This design comes from an exercise in tuning for small area, a short achievable clock period and few clock cycles per item on the open sky130 flow, not from production work. The RTL was checked by simulation tests, not by an equivalence proof against the original design. Power and IR drop assume default switching activity.

== xenon ==
==> flow/design.v (excerpt) <==
module popcount256 (
  input  logic         clk_i,
  input  logic         rst_ni,
  input  logic         valid_i,
  input  logic [255:0] data_i,
  output logic         valid_o,
  output logic [8:0]   popcount_o
);
Settings: LEC_CHECK=0, CAP_MARGIN=20, CORE_MARGIN=2, CORE_UTILIZATION=65, SLEW_MARGIN=20, SYNTH_HIERARCHICAL=1, BUFFER_PORTS_ARGS=-buffer_cell sky130_fd_sc_hd__buf_1, CTS_ARGS=-sink_clustering_enable -repair_clock_nets -dont_use_dummy_load -buf_list sky130_fd_sc_hd__clkbuf_8; clock period 9.5 ns.
standard.sh (not shown) runs the stock make flow with config.mk's settings and CLKGATE_MAP_FILE= SYNTH_SCRIPT=/design/flow/synth_recipe.tcl, a recipe that flattens the netlist after the stock synthesis.
==> flow/flow/run.sh <==
#!/bin/bash
# Own layout flow: the standard ORFS flow (standard.sh, standard synthesis
# unchanged), with sky130 buf_1 cells as the port buffers and a clock tree
# built without dummy balancing loads. Each tool's output is in the ORFS logs
# (orfs/logs/...); make's own output goes to standard.log.
set -euo pipefail
cat >> config.mk <<'EOF2'
export BUFFER_PORTS_ARGS = -buffer_cell sky130_fd_sc_hd__buf_1
export CTS_ARGS = -sink_clustering_enable -repair_clock_nets -dont_use_dummy_load -buf_list sky130_fd_sc_hd__clkbuf_8
EOF2
bash standard.sh finish > standard.log 2>&1
Testbench counts of xenon, summed over its fixed seeds: cycles 16,024, items 16,000.
Setup changes, xenon to harbor
# xenon
export LEC_CHECK = 0
export CAP_MARGIN = 20
export CORE_MARGIN = 2
export CORE_UTILIZATION = 65
export SLEW_MARGIN = 20
export SYNTH_HIERARCHICAL = 1
export BUFFER_PORTS_ARGS = -buffer_cell sky130_fd_sc_hd__buf_1
export CTS_ARGS = -sink_clustering_enable -repair_clock_nets -dont_use_dummy_load -buf_list sky130_fd_sc_hd__clkbuf_8
create_clock -name core_clock -period 9.5 [get_ports {clk_i}]
# harbor
export LEC_CHECK = 0
export CAP_MARGIN = 20
export CORE_MARGIN = 2
export CORE_UTILIZATION = 55
export SLEW_MARGIN = 20
export SYNTH_HIERARCHICAL = 1
export BUFFER_PORTS_ARGS = -buffer_cell sky130_fd_sc_hd__buf_1
export CTS_ARGS = -sink_clustering_enable -repair_clock_nets -dont_use_dummy_load -buf_list sky130_fd_sc_hd__clkbuf_8 -sink_clustering_size 30 -sink_clustering_max_diameter 100 -sink_clustering_levels 1
create_clock -name core_clock -period 9.5 [get_ports {clk_i}]
diff --git a/flow/flow/run.sh b/flow/flow/run.sh
--- a/flow/flow/run.sh
+++ b/flow/flow/run.sh
@@ -7,5 +7,5 @@
 cat >> config.mk <<'EOF2'
 export BUFFER_PORTS_ARGS = -buffer_cell sky130_fd_sc_hd__buf_1
-export CTS_ARGS = -sink_clustering_enable -repair_clock_nets -dont_use_dummy_load -buf_list sky130_fd_sc_hd__clkbuf_8
+export CTS_ARGS = -sink_clustering_enable -repair_clock_nets -dont_use_dummy_load -buf_list sky130_fd_sc_hd__clkbuf_8 -sink_clustering_size 30 -sink_clustering_max_diameter 100 -sink_clustering_levels 1
 EOF2
 bash standard.sh finish > standard.log 2>&1
Findings:
Part of the power in the clock network: harbor vs xenon — no meaningful difference. The end of the critical path comes out valid_o in one run and u_popcount.p0_q[17] in the other, namely in harbor and xenon respectively. Compared with xenon, in harbor number of antenna diodes was more or less identical, cell count went up by 1.8%, cell area reported after detailed placement was more or less identical.
Input-level comparison between lagoon and harbor:
# harbor
export LEC_CHECK = 0
export CAP_MARGIN = 20
export CORE_MARGIN = 2
export CORE_UTILIZATION = 55
export SLEW_MARGIN = 20
export SYNTH_HIERARCHICAL = 1
export BUFFER_PORTS_ARGS = -buffer_cell sky130_fd_sc_hd__buf_1
export CTS_ARGS = -sink_clustering_enable -repair_clock_nets -dont_use_dummy_load -buf_list sky130_fd_sc_hd__clkbuf_8 -sink_clustering_size 30 -sink_clustering_max_diameter 100 -sink_clustering_levels 1
create_clock -name core_clock -period 9.5 [get_ports {clk_i}]
# lagoon
export LEC_CHECK = 0
export CAP_MARGIN = 20
export CORE_MARGIN = 2
export CORE_UTILIZATION = 55
export SLEW_MARGIN = 20
export SYNTH_HIERARCHICAL = 1
export BUFFER_PORTS_ARGS = -inputs -buffer_cell sky130_fd_sc_hd__buf_1
export PRE_GLOBAL_PLACE_TCL = /design/flow/flow/pre_global_place.tcl
export CTS_ARGS = -sink_clustering_enable -repair_clock_nets -dont_use_dummy_load -buf_list sky130_fd_sc_hd__clkbuf_8
create_clock -name core_clock -period 9.5 [get_ports {clk_i}]
==> flow/flow/run.sh <==
#!/bin/bash
# Own layout flow: the standard ORFS flow (standard.sh, standard synthesis
# unchanged), with sky130 buf_1 cells as the input port buffers, buf_2 as the
# output port buffers (flow/pre_global_place.tcl), and a clock tree
# built without dummy balancing loads. Each tool's output is in the ORFS logs
# (orfs/logs/...); make's own output goes to standard.log.
set -euo pipefail
cat >> config.mk <<EOF2
export BUFFER_PORTS_ARGS = -inputs -buffer_cell sky130_fd_sc_hd__buf_1
export PRE_GLOBAL_PLACE_TCL = $PWD/flow/pre_global_place.tcl
export CTS_ARGS = -sink_clustering_enable -repair_clock_nets -dont_use_dummy_load -buf_list sky130_fd_sc_hd__clkbuf_8
EOF2
bash standard.sh finish > standard.log 2>&1
==> flow/flow/pre_global_place.tcl (new file) <==
# Buffer the output ports with buf_2 (the inputs get buf_1 from the
# flow's own buffer_ports call right after this hook).
buffer_ports -outputs -buffer_cell sky130_fd_sc_hd__buf_2
### Flow results
lagoon ended with every stage complete and zero timing, DRC or antenna violations.
Relative to harbor, clock skew has decreased by 0.011 ns in lagoon.
Against harbor, lagoon reports a utilization that is lower.
lagoon vs. harbor: power dissipated in combinational cells did not really move, count of cells along the worst hold path did not really move, share of power burned in combinational logic went down.
Comparing harbor with lagoon, the sum of routed wire segments on met1 came out essentially unchanged.
Input-level comparison between sierra and lagoon:
# lagoon
export LEC_CHECK = 0
export CAP_MARGIN = 20
export CORE_MARGIN = 2
export CORE_UTILIZATION = 55
export SLEW_MARGIN = 20
export SYNTH_HIERARCHICAL = 1
export BUFFER_PORTS_ARGS = -inputs -buffer_cell sky130_fd_sc_hd__buf_1
export PRE_GLOBAL_PLACE_TCL = /design/flow/flow/pre_global_place.tcl
export CTS_ARGS = -sink_clustering_enable -repair_clock_nets -dont_use_dummy_load -buf_list sky130_fd_sc_hd__clkbuf_8
create_clock -name core_clock -period 9.5 [get_ports {clk_i}]
# sierra
export LEC_CHECK = 0
export CAP_MARGIN = 20
export CORE_MARGIN = 2
export CORE_UTILIZATION = 55
export SLEW_MARGIN = 20
export SYNTH_HIERARCHICAL = 1
export BUFFER_PORTS_ARGS = -buffer_cell sky130_fd_sc_hd__buf_1
export CTS_ARGS = -sink_clustering_enable -repair_clock_nets -dont_use_dummy_load -buf_list sky130_fd_sc_hd__clkbuf_16 -sink_clustering_size 30 -sink_clustering_max_diameter 100
create_clock -name core_clock -period 9.5 [get_ports {clk_i}]
==> flow/flow/run.sh <==
#!/bin/bash
# Own layout flow: the standard ORFS flow (standard.sh, standard synthesis
# unchanged), with sky130 buf_1 cells as the port buffers and a clock tree
# built without dummy balancing loads. Each tool's output is in the ORFS logs
# (orfs/logs/...); make's own output goes to standard.log.
set -euo pipefail
cat >> config.mk <<'EOF2'
export BUFFER_PORTS_ARGS = -buffer_cell sky130_fd_sc_hd__buf_1
export CTS_ARGS = -sink_clustering_enable -repair_clock_nets -dont_use_dummy_load -buf_list sky130_fd_sc_hd__clkbuf_16 -sink_clustering_size 30 -sink_clustering_max_diameter 100
EOF2
bash standard.sh finish > standard.log 2>&1
removed: flow/flow/pre_global_place.tcl
--- outcome ---
sierra finished all stages; the layout is clean. Between lagoon and sierra, count of fill cells added during filler insertion is lower for sierra, lagoon comes in above that. Re worst hold slack: lagoon and sierra aren't equal, and the higher value belongs to lagoon. Status: final setup slack of the worst path parity (lagoon, sierra). Looking at final design utilization, sierra sits above lagoon.

-- afterwards: timing with drivers on the ports --
How much do the figures lean on ideal ports? The routed layouts below were timed once more, with nothing changed but the port constraints.
Step 1: set_driving_cell puts a clkbuf_16 on clk_i and a buf_2 on each other input, an assumption about the parent block.
Step 2 also shifts input and output timing later by t, the mid clock arrival at the registers, as if the neighbouring blocks saw the same clock.
Slacks: ideal ports / drivers / drivers and shift; pairs: ideal ports / drivers.
run | t, ns | slack for setup (ns) | worst hold slack (ns)
xenon | 0.462 | 6.640 / 6.630 / 6.190 | 0.329 / 0.329 / 0.329
harbor | 0.456 | 6.691 / 6.656 / 6.311 | 0.317 / 0.317 / 0.317
lagoon | 0.471 | 6.710 / 6.710 / 6.334 | 0.332 / 0.332 / 0.332
sierra | 0.445 | 6.709 / 6.675 / 6.302 | 0.317 / 0.317 / 0.317
After both steps every run listed still meets setup and hold. The setup slack of xenon, which loses most, moves by -0.010 ns with the drivers and by -0.450 ns with both steps.
